This design comes from an exercise in tuning for a short achievable clock period and few clock cycles on the open sky130 flow, not from production work. Only simulation tests tie the RTL to the original design; equivalence was not proved. No activity file was given, so power comes from the tool's default toggle rates.

`design.v`:
```
`timescale 1ns / 1ps
module CPU(clk,rst,imem_addr,imem_rdata,dmem_addr,dmem_wdata,dmem_we,dmem_rdata);
input clk,rst;
output [31:0]imem_addr;
input [31:0]imem_rdata;
output [31:0]dmem_addr;
output [31:0]dmem_wdata;
output dmem_we;
input [31:0]dmem_rdata;
wire [31:0]Inst_code;
wire [5:0]op_code,funct;
wire [4:0]rs_addr,rt_addr,rd_addr,shamt;
wire [31:0]F;
wire OF,ZF;
wire [31:0]M_R_Data;
wire [2:0]ALU_OP;
wire [4:0]W_Addr;
wire imm_s,rt_imm_s,Mem_Write,Write_Reg;
wire [1:0]w_r_s;
wire [31:0]imm_data;
wire [31:0]R_Data_A;
wire [31:0]R_Data_B;
wire [15:0]imm;
wire [31:0]ALU_B;
wire [31:0]W_Data;
wire [1:0]PC_s;
wire [25:0]address;
wire [1:0]wr_data_s;
wire [31:0]PC_new;
wire [31:0]PC;
PC pc1(clk,rst,PC_s,R_Data_A,address,PC,imm_data,PC_new);
assign imem_addr = PC;
assign Inst_code = imem_rdata;
assign op_code = Inst_code[31:26];
assign rs_addr = Inst_code[25:21];
assign rt_addr = Inst_code[20:16];
assign rd_addr = Inst_code[15:11];
assign shamt = Inst_code[10:6];
assign funct = Inst_code[5:0];
assign imm = Inst_code[15:0];
assign address = Inst_code[25:0];
OP_Func op(op_code,funct,Write_Reg,ALU_OP,w_r_s,imm_s,rt_imm_s,Mem_Write,wr_data_s,PC_s,ZF);
assign W_Addr = (w_r_s[1])?5'b11111:((w_r_s[0])?rt_addr:rd_addr);
assign imm_data = (imm_s)?{{16{imm[15]}},imm}:{{16{1'b0}},imm};
Fourth_experiment_first F1(rs_addr,rt_addr,Write_Reg,R_Data_A,R_Data_B,rst,clk,W_Addr,W_Data);
assign ALU_B = (rt_imm_s)?imm_data:R_Data_B;
Third_experiment_first T1(OF,ZF,ALU_OP,R_Data_A,ALU_B,F); 
assign dmem_addr = F;
assign dmem_wdata = R_Data_B;
assign dmem_we = Mem_Write;
assign M_R_Data = dmem_rdata;
assign W_Data = (wr_data_s[1])?PC+4:((wr_data_s[0])? M_R_Data:F);
endmodule
`timescale 1ns / 1ps
module PC(clk,rst,PC_s,R_Data_A,address,PC,imm_data,PC_new);
input clk,rst;
input [1:0]PC_s;
input [31:0]R_Data_A;
input [25:0]address;
input [31:0]imm_data;
output reg[31:0]PC;
output [31:0]PC_new;
assign PC_new = PC +4;
always@(posedge clk or posedge rst)
	begin
		if(rst)
			begin PC <= 32'h0000_0000; end
		else
		begin
			case (PC_s)   
				2'b00:	PC <= PC_new;
				2'b01:	PC  <= R_Data_A;	
				2'b10:   PC <= PC_new + (imm_data<<2);	
				2'b11:	PC  <= {PC_new[31:28],address,2'b00};
			endcase
		end
	end
endmodule
`timescale 1ns / 1ps
module OP_Func(op_code,funct,Write_Reg,ALU_OP,w_r_s,imm_s,rt_imm_s,Mem_Write,wr_data_s,PC_s,ZF);
input [5:0]op_code;
input [5:0]funct;
input ZF;
output reg[2:0]ALU_OP;
output reg Write_Reg;
output reg [1:0]wr_data_s;
output reg imm_s;
output reg rt_imm_s;
output reg Mem_Write;
output reg [1:0]w_r_s;
output reg [1:0]PC_s;
always@(*)
	begin	
			Write_Reg=1;
			ALU_OP=3'b100;
			wr_data_s=0;
			imm_s=0;
			rt_imm_s=0;
			Mem_Write=0;
			w_r_s=0;
			PC_s = 0;
				if(op_code==6'b000000)
					begin 
						case(funct)
						6'b100000:begin ALU_OP=3'b100; end
						6'b100010:begin ALU_OP=3'b101; end
						6'b100100:begin ALU_OP=3'b000;end
						6'b100101:begin ALU_OP=3'b001;end
						6'b100110:begin ALU_OP=3'b010;end
						6'b100111:begin ALU_OP=3'b011;end
						6'b101011:begin ALU_OP=3'b110;end
						6'b000100:begin ALU_OP=3'b111;end
						6'b001000:begin Write_Reg=0;PC_s = 2'b01; end
						endcase 
					end
				else
					begin
						case(op_code)
							6'b001000:begin w_r_s=2'b01;imm_s=1;rt_imm_s=1;end  
							6'b001100:begin w_r_s=2'b01;rt_imm_s=1;ALU_OP=3'b000; end  
							6'b001110:begin w_r_s=2'b01;rt_imm_s=1;ALU_OP=3'b010;end  
							6'b001011:begin w_r_s=2'b01;rt_imm_s=1;ALU_OP=3'b110; end  
							6'b100011:begin w_r_s=2'b01;imm_s=1;rt_imm_s=1;wr_data_s=2'b01; end  
							6'b101011:begin imm_s=1;rt_imm_s=1;Write_Reg=0;Mem_Write=1; end  
							6'b000100:begin ALU_OP=3'b101;PC_s = (ZF)?2'b10:2'b00; Write_Reg = 1'b0;end  
							6'b000101:begin ALU_OP=3'b101;PC_s = (ZF)?2'b00:2'b10; Write_Reg = 1'b0;end  
							6'b000010:begin Write_Reg=0;PC_s = 2'b11; end  
							6'b000011:begin w_r_s=2'b10;wr_data_s=2'b10;PC_s = 2'b11; end  
					endcase
				end
			end
endmodule
`timescale 1ns / 1ps
module Fourth_experiment_first(R_Addr_A,R_Addr_B,Write_Reg,R_Data_A,R_Data_B,Reset,Clk,W_Addr,W_Data);
input [4:0]R_Addr_A,R_Addr_B,W_Addr;
input Write_Reg,Reset,Clk;
input[31:0] W_Data;
output [31:0] R_Data_A,R_Data_B;
reg [31:0] REG_Files[0:31];
integer i;
always @ (posedge Clk or posedge Reset)
	begin
		if(Reset)
			begin
				for(i=0;i<=31;i=i+1)
					REG_Files[i]<=0;
			end
		else
			begin
				if(Write_Reg)
					REG_Files[W_Addr]<=W_Data;
			end
	end
	assign R_Data_A = REG_Files[R_Addr_A];
	assign R_Data_B = REG_Files[R_Addr_B];
endmodule
`timescale 1ns / 1ps
module Third_experiment_first(OF,ZF,ALU_OP,A,B,F);
input [2:0]ALU_OP;
input [31:0]A,B;
output reg[31:0]F;
reg C32;
output reg OF;
output reg ZF;
always @(*)
 begin
	C32=1'b0;
	case(ALU_OP)
			 3'b000:F=A&B;
			 3'b001:F=A|B;
			 3'b010:F=A^B;
			 3'b011:F=A~^B;
			 3'b100:{C32,F}=A+B;
			 3'b101:{C32,F}=A-B;
			 3'b110:begin if(A<B)  F=32'h0000_0001;else F=32'h0000_0000;end
			 3'b111:begin F=B<<A;end
	endcase
	if(F==32'h0000_0000)	
			ZF=1;
	else
			ZF=0;
	OF=C32^F[31]^A[31]^B[31];	
	end
endmodule
```
`run.sh`:
```
#!/bin/bash
# synth_recipe.tcl (not shown) runs the flow's synth.tcl, then flattens the netlist and writes it again
# the make line also repeats each setting of config.mk as NAME=value (left out here)
make -C /OpenROAD-flow-scripts/flow DESIGN_CONFIG=/design/flow/config.mk WORK_HOME=/design/flow/orfs CLKGATE_MAP_FILE= SYNTH_SCRIPT=/design/flow/synth_recipe.tcl finish
```
`config.mk`:
```
export PLATFORM = sky130hd
export DESIGN_NAME = CPU
export DESIGN_NICKNAME = CPU
export VERILOG_FILES = /design/flow/design.v
export SDC_FILE = /design/flow/constraint.sdc
export NUM_CORES = 4
export LEC_CHECK = 0
export CAP_MARGIN = 20
export CORE_MARGIN = 2
export CORE_UTILIZATION = 40
export SETUP_SLACK_MARGIN = 1
export SLEW_MARGIN = 20
```
`constraint.sdc`:
```
create_clock -name core_clock -period 12.0 [get_ports {clk}]
set_input_delay 2.4000 -clock core_clock [delete_from_list [all_inputs] [get_ports {clk}]]
set_output_delay 2.4000 -clock core_clock [all_outputs]
set_load 0.01 [all_outputs]
```
==> impl_metrics.py <==
metrics = {
    "status": {
        "run_status": "timing/DRC/antenna clean",
    },
    "routing": {
        "wire_per_inst_um": 39.0,
        "routed-via-count": 74300,
        "antenna_left": 0,
        "via_cell_ratio": 7.05,
        "detail_route.drc_violations": 0,
        "routed_wl_um": 411000,
        "firstDrtPassIters": 8,
        "dr.first_iter.drc_count": 12900,
    },
    "finish": {
        "layout.cell_area.non_filler_um2": 77900,
        "post_layout_nonfiller_instances": 10500,
        "share_of_post_route_cells_with_drive_strength_above_1_pct": 15.1,
        "nets": 8443,
        "layout-area-overhead-vs-synth_pct": 19.4,
    },
    "timing": {
        "report.final.slew_viol_count": 0,
        "worst_slew_pin_slew_ps": 1320,
        "clock_skew_ps": 84.1,
        "maxClockFrequency_ghz": 0.0902,
        "timing_hold_violations_final": 0,
        "post-route-period-util_pct": 92.4,
        "period_needed_ps": 11090,
        "grt_setup_unrepaired": "yes",
        "holdWs_ps": 492,
        "slew_headroom_pct": 11.9,
        "report.final.setup_viol": 0,
    },
    "synth": {
        "synth.distinct_cells": 112,
        "synth-seq-cells": 1056,
        "synthesis.yosys.warnings": 5,
        "synthesis.area_um2": 65200,
        "synth_enable_flop_cells": 0,
        "ys_async_sr_fraction_pct": 100,
        "synthesis.area_per_instance_um2": 8.12,
        "postSynthCellCount": 8037,
        "syn-num-nets": 8232,
        "synth.most_common_cell": "sky130_fd_sc_hd__nand2_1",
        "postSynth.topFlopCell": "sky130_fd_sc_hd__dfrtp_1",
        "yosys.area.top_type": "sky130_fd_sc_hd__dfrtp_1",
        "yosys-top-cells-count": "1,240 x sky130_fd_sc_hd__nand2_1, 1,162 x sky130_fd_sc_hd__o21ai_0, 1,056 x sky130_fd_sc_hd__dfrtp_1, 690 x sky130_fd_sc_hd__nand3_1, 571 x sky130_fd_sc_hd__clkbuf_1",
        "synthDominantCellAreaShare_pct": 40.5,
        "ys_top_cells_by_area": "sky130_fd_sc_hd__dfrtp_1 41%, sky130_fd_sc_hd__o21ai_0 8.9%, sky130_fd_sc_hd__nand2_1 7.1%, sky130_fd_sc_hd__nand3_1 5.3%, sky130_fd_sc_hd__and3_1 5.0%",
        "seq_area_frac_synth_pct": 40.5,
    },
    "setup_path": {
        "startpoint_type": "primary input",
        "max_stage_delay_ps": 960,
        "timing.reg2reg.worst_path_depth": 34,
        "worst-endpoint-required_ps": 9600,
        "crit_slowest_cell": "sky130_fd_sc_hd__a21oi_1",
        "crit_path_frequent_cell": "sky130_fd_sc_hd__buf_4",
        "worstReg2RegStart": "F1.REG_Files[9][0]",
        "timing_worst_setup_path_type": "in -> out",
        "top_fanout_value_on_the_critical_path": 23,
        "timing.reg2reg.setup_slack_ps": 3710,
        "worst_setup_path_end_kind": "output port",
        "cp_data_arrival_time_ps": 8690,
        "critical_path.startpoint": "imem_rdata[23]",
        "r2r_end": "pc1.PC[4]",
    },
    "pwr": {
        "leakagePower_nw": 35.9,
        "totalPowerFinal_mw": 19.3,
        "ir_worst_vdd_mv": 0.258,
        "power_dens_cells_nw_per_um2": 248,
    },
    "worst_hold_path": {
        "holdCritStartpoint": "F1.REG_Files[24][2]",
        "worst_hold_path_type": "reg -> reg",
        "min_delay_path_depth": 2,
        "whs_endpoint": "F1.REG_Files[24][2]",
    },
    "placed_design": {
        "gp_congestion": 1.10,
        "numPlacedInstances": 10200,
        "dpl_hpwl_um": 282000,
        "placed_cell_area_um2": 72100,
        "io_buffers": 162,
    },
    "clocking": {
        "cts.sink_count": 1056,
        "clk_path_buf_depth": 3,
        "clk-insertion-delay-late_ps": 860,
        "cts_buffers": 119,
        "cts.root.buffer_cell": "sky130_fd_sc_hd__clkbuf_16",
        "htreeDepth": 3,
        "number_of_hold_buffers_added_after_cts": 0,
        "tritoncts": "built",
        "clk_pin_slew_worst_paths_ps": 60,
    },
    "floorplanning": {
        "die_h_um": 408,
        "floorplan.die.width_um": 408,
        "io_pins": 163,
        "initial_core_util_pct": 40.2,
        "core-area_um2": 162000,
        "total_die_area_um2": 166000,
        "rows": 148,
    },
    "grt": {
        "grt_start_max_net_pins": 167,
        "first_global_vias": 68700,
        "antenna_found_initial": 42,
        "wire_length_of_the_first_global_routing_pass_um": 562000,
        "gr-total-overflow": 0,
        "grt_usage_pct": 47.8,
    },
    "run": {
        "total_of_max_cap_violations": 0,
    },
}
-- timing repair --
action | 4_1_cts | 5_1_grt
setup endpoints to repair | 20 | 12
pin swaps | 31 | 25
gates resized for setup | 161 | 76
gates cloned | 9 | 2
buffers inserted | 52 | 18
-- routing by layer --
layer	share of wire (%)	routed length, um	global-route usage (%)
met1	35	145000	57.7
met2	40	163000	67.1
met3	15	61100	20.1
met4	10	41800	36.9
met5	0.071	292	0.259
-- sequential cells by signal, summed over array words and instances, names as in the netlist --
register,count
F1.REG_Files,1024
pc1.PC,32
-- cells in the final DEF, fill, tap and decap left out, drive strengths merged, types with 23 or more instances in the layout --
cell and n:
a221oi 59, clkbuf 155, a31oi 39, xnor2 39, clkinv 33, nor3 81, nand3 692, inv 148
ha 126, nand2b 27, nor4 69, a21o 23, mux2i 64, a2111oi 127, dfrtp 1056, o21a 23
nor2 362, o211ai 31, clkdlybuf4s50 146, a211oi 47, nand4 240, a21oi 237, mux2 44, and3 526
a22o 29, and4 29, a221o 25, and2 23, or4 29, o22ai 37, or3 31, a32oi 29
nand3b 26, o21ai 1169, nor2b 30, nand2 1244, xor2 32, buf 692, a22oi 206
-- report_power, final --
part	total [mW]	internal [mW]	switching (mW)	leakage (nW)
Sequential	6.68	5.01	1.67	13.8
Clock	3.91	2.17	1.74	1.96
Combinational	8.69	2.92	5.77	20.1
Total	19.3	10.1	9.18	35.9
-- kinds of logic after synthesis --
kind of cell	after synthesis	synth area share (%)
AND/OR/NAND/NOR	3489	26.5
adder cells (fa/ha/maj)	129	2.51
flip-flops	1056	40.5
AO/OA/AOI/OAI	2271	21.8
multiplexers	111	1.85
XOR/XNOR	71	0.953
buffers and inverters	910	5.86
-- area by class of cell --
class                   instances  area, um2
inverters                     144        544
diodes                         20       50.0
well taps                    2175       2720
clock inverters                63        759
fillers                     15800      84500
repair buffers                846       7560
multi-input cells            6081      36500
flip-flops and latches       1056      26400
clock buffers                 155       3300
-- per-stage QoR --
| step | setup slack [ps] | setup TNS [ps] | util (%) |
|---|---|---|---|
| after floorplan | -4960 | -5239380 | - |
| after global placement | -453 | -806 | 44.3 |
| after detailed placement | -465 | -510 | 44.4 |
| after CTS | 1000 | 0 | 47.6 |
| after global routing | 865 | 0 | 47.9 |
| final | 914 | 0 | 48.0 |
-- worst max path at each step --
stage                          to  slack [ps]  depth (start not counted)
6_report            dmem_addr[31]         910                         27
5_1_grt             dmem_addr[31]         870                         30
4_1_cts             dmem_addr[31]        1000                         26
3_5_place_dp        dmem_addr[30]        -460                         31
3_3_place_gp        dmem_addr[30]        -450                         31
2_1_floorplan  F1.REG_Files[0][0]       -4960                          1
-- critical path, delay by kind of cell --
kind / cells / cell delay (ps)
muxes: 1 / 190
adders and majority gates: 1 / 340
buffers and inverters: 11 / 2160
AOI/OAI and AO/OA: 10 / 2730
and+or+nand+nor: 4 / 790
Testbench counts, summed over its fixed seeds: cycles 27,658.

re-timing with driven ports:
Ports are ideal in the flow. The routed layout listed here was re-timed in OpenROAD.
Step 1, drivers: a clkbuf_16 drives clk and a buf_2 each remaining input, both assumed.
Step 2 times the ports against the registers' clock, not the clock port: input delays grow and output delays shrink by t, the midpoint of the rising clock arrivals with the driver on.
Slacks: ideal ports / drivers / drivers and shift; pairs: ideal ports / drivers.
t (ns): 0.902
slack for setup (ns): 0.914 / 0.785 / 0.785
hold WS [ns]: 0.492 / 0.492 / 0.492
After both steps this run still meets setup and hold. The setup slack of this run moves by -0.129 ns with the drivers and by -0.129 ns with both steps.
